This design comes from an exercise in tuning for small area and a short achievable clock period on the open sky130 flow, not from production work.
Power and IR drop assume default switching activity.

Setup of run C:
Design speedometer, start of the top module:
module speedometer
(
	input clk,
	input rst,
	input speedInfrac,
	output [13:0] outSpeed,
	output [6:0] OL,
	output [3:0] DIG
);
Settings: LEC_CHECK=0, ABC_AREA=1, CAP_MARGIN=20, CORE_MARGIN=2, CORE_UTILIZATION=60, CTS_BUF_LIST=sky130_fd_sc_hd__clkbuf_8, SLEW_MARGIN=20; clock period 150.0 ns.
standard.sh (not shown) runs the stock make flow with config.mk's settings and CLKGATE_MAP_FILE= SYNTH_SCRIPT=/design/flow/synth_recipe.tcl, a recipe that flattens the netlist after the stock synthesis.
==> flow/flow/run.sh <==
#!/bin/bash
set -euo pipefail
rm -rf scripts_area
cp -r "$FLOW_HOME/scripts" scripts_area
printf 'strash\ndc2\ndch\namap\n' > scripts_area/abc_area.script
bash standard.sh SCRIPTS_DIR="$PWD/scripts_area" \
  CTS_ARGS="-sink_clustering_enable -repair_clock_nets -buf_list sky130_fd_sc_hd__clkbuf_8 -sink_clustering_size 30 -sink_clustering_max_diameter 100 -dont_use_dummy_load" \
  BUFFER_PORTS_ARGS="-buffer_cell sky130_fd_sc_hd__buf_1" finish > standard_flow.log 2>&1
Relative to run C, the following input files were edited for run X:
--- a/flow/design.v
+++ b/flow/design.v
@@ -1,27 +1,25 @@
 module testSpeed
 (
 	input clk_50Mhz,
 	input rst,
 	input speedInfrac,
 	output reg [13:0] outSpeed
 );
 reg [15:0] cnt;		 
 reg [4:0] circleCnt;	 
 reg last;
-reg hold;		 
 wire edge_ = speedInfrac & ~last;
 wire meas = &circleCnt;
 wire tmo = cnt[15] & cnt[14] & cnt[9] & cnt[8] & cnt[6] & cnt[4];
-wire tmox = tmo | hold;
 wire [15:0] ncnt = ~cnt;
 wire [15:0] dv14;
 genvar gv14;
 generate for (gv14 = 0; gv14 < 16; gv14 = gv14 + 1) begin : dec14
 	assign dv14[gv14] = cnt[3:0] == gv14;
 end endgenerate
 wire [3:0] tab14;
 assign tab14[0] = dv14[2] | dv14[6] | dv14[8];
 assign tab14[1] = dv14[3] | dv14[6] | dv14[7] | dv14[10] | dv14[11] | dv14[12] | dv14[13] | dv14[14] | dv14[15];
 assign tab14[2] = dv14[5];
 assign tab14[3] = dv14[10] | dv14[11] | dv14[12] | dv14[13] | dv14[14] | dv14[15];
 wire big14 = |cnt[15:4];	 
@@ -68,31 +66,31 @@
 wire [7:0] d10;
 assign c10[0] = 1'b0;
 genvar g10;
 generate for (g10 = 0; g10 < 8; g10 = g10 + 1) begin : row10
 	assign d10[g10] = t10[g10] ^ n10[g10] ^ c10[g10];
 	assign c10[g10+1] = (t10[g10] & n10[g10]) | (t10[g10] & c10[g10]) | (n10[g10] & c10[g10]);
 end endgenerate
 wire q10 = ~|cnt[15:8] & c10[8];
 wire [7:0] r10 = q10 ? d10[7:0] : t10[7:0];
 reg [7:0] p10;
 always @(posedge clk_50Mhz) p10 <= r10;
 reg pq13_0;
-always @(posedge clk_50Mhz) pq13_0 <= q13 | tmox;
+always @(posedge clk_50Mhz) pq13_0 <= q13 | tmo;
 reg pq12_0;
-always @(posedge clk_50Mhz) pq12_0 <= q12 | tmox;
+always @(posedge clk_50Mhz) pq12_0 <= q12 | tmo;
 reg pq11_0;
-always @(posedge clk_50Mhz) pq11_0 <= q11 | tmox;
+always @(posedge clk_50Mhz) pq11_0 <= q11 | tmo;
 reg pq10_0;
-always @(posedge clk_50Mhz) pq10_0 <= q10 | tmox;
+always @(posedge clk_50Mhz) pq10_0 <= q10 | tmo;
 wire [8:0] t9 = {p10, 1'b1};
 wire [8:0] n9 = ncnt[8:0];
 wire [9:0] c9;
 wire [8:0] d9;
 assign c9[0] = 1'b1;
 genvar g9;
 generate for (g9 = 0; g9 < 9; g9 = g9 + 1) begin : row9
 	assign d9[g9] = t9[g9] ^ n9[g9] ^ c9[g9];
 	assign c9[g9+1] = (t9[g9] & n9[g9]) | (t9[g9] & c9[g9]) | (n9[g9] & c9[g9]);
 end endgenerate
 wire q9 = ~|cnt[15:9] & c9[9];
 wire [8:0] r9 = q9 ? d9[8:0] : t9[8:0];
@@ -215,50 +213,38 @@
 wire [16:0] t0 = {r1, 1'b1};
 wire [16:0] n0 = {{1{1'b1}}, ncnt[15:0]};
 wire [17:0] c0;
 wire [16:0] d0;
 assign c0[0] = 1'b1;
 genvar g0;
 generate for (g0 = 0; g0 < 17; g0 = g0 + 1) begin : row0
 	assign d0[g0] = t0[g0] ^ n0[g0] ^ c0[g0];
 	assign c0[g0+1] = (t0[g0] & n0[g0]) | (t0[g0] & c0[g0]) | (n0[g0] & c0[g0]);
 end endgenerate
 wire q0 = 1'b1 & c0[17];
 wire [13:0] quo = {pq13_1, pq12_1, pq11_1, pq10_1, pq9_1, pq8_1, pq7_1, pq6_1, pq5_1, q4, q3, q2, q1, q0};
+wire cnt_ld = rst | ~edge_;
+wire [15:0] cnt_d = (cnt + 16'd1) & {16{~(rst | meas | tmo)}};
+wire cc_ld = rst | edge_ | meas;
+wire [4:0] cc_d = (circleCnt + 5'd1) & {5{~(rst | meas)}};
+wire os_ld = rst | (~edge_ & (meas | tmo));
+wire [13:0] os_d = ({14{rst}} & 14'd9999) | ({14{~rst & meas}} & quo);	 
 always @(posedge clk_50Mhz) begin
-	if (rst) begin
-		last <= 1'b1;
-		hold <= 1'b0;
-		outSpeed <= 14'd9999;
-		cnt <= 16'd0;
-		circleCnt <= 5'd0;
-	end
-	else begin
-		last <= speedInfrac;
-		hold <= tmo & edge_;
-		if (edge_)
-			circleCnt <= circleCnt + 5'd1;
-		else if (meas)
-			circleCnt <= 5'd0;
-		if (meas | tmox)
-			cnt <= 16'd0;
-		else if (!edge_)
-			cnt <= cnt + 16'd1;
-		if (!edge_) begin
-			if (meas)
-				outSpeed <= hold ? 14'd3 : quo;	 
-			else if (tmox)
-				outSpeed <= 14'd0;
-		end
-	end
+	last <= rst | speedInfrac;
+	if (cnt_ld)
+		cnt <= cnt_d;
+	if (cc_ld)
+		circleCnt <= cc_d;
+	if (os_ld)
+		outSpeed <= os_d;
 end
 endmodule
 module Digital(clk_16k, rst, A, OL, DIG);
 	input clk_16k;
 	input rst;
 	input [13:0] A;
 	output reg [6:0] OL;
 	output reg [3:0] DIG;
 	function [3:0] add3;
 		input [3:0] x;
 		reg ge5;
 		begin
Findings:
- Net count reported at finish, run C and run X, higher one = run C.
- Relative to run C, the overall die area of run X is higher by about 2.7%.
- In the tables for run C and run X, flip-flop and latch count reads lower with run X.
- On run X: final critical delay including setup and external delays is 0.14 ns lower than what run C gave.
- Delta (run X minus run C): first-pass detailed-route iteration total rose by 1; finished layout cell area went up 2.4%; count of state elements after synthesis -about 1.2%.
- Run X vs. run C: combinational cell fraction of total power went up by 22 points.
- Power: run X vs run C up 130%
- For the net load switching power, run X came in 0.000066 W higher than run C did.
- [run X vs run C] maximum frequency: higher in run X
Function was not checked in any run of this note: the RTL went through the layout flow alone.

[afterwards: timing with drivers on the ports]
The results above use ideal ports. As a check the final layouts listed here were re-extracted and re-timed, cells and wires unchanged. Step 1 assumes that a clkbuf_16 drives the clock port and a buf_2 every other input. Step 2 adds t to the input delays and takes it off the output delays; t is the mean of the earliest and latest rising clock arrival at the registers after step 1. Input paths then give back, and output paths get back, about the clock's delay inside the block. a / b / c = no drivers / after step 1 / after step 2; a / b = the first two.
run	t (ns)	slack for setup (ns)	worst register clock-pin slew, ns	cell pins on the clock port's net
run C	0.396	118.121 / 118.126 / 117.730	0.08 / 0.08	1
run X	0.410	118.260 / 118.276 / 117.866	0.10 / 0.10	1
After both steps every run listed still meets setup and hold. The setup slack of run X, which loses most, moves by +0.016 ns with the drivers and by -0.394 ns with both steps.
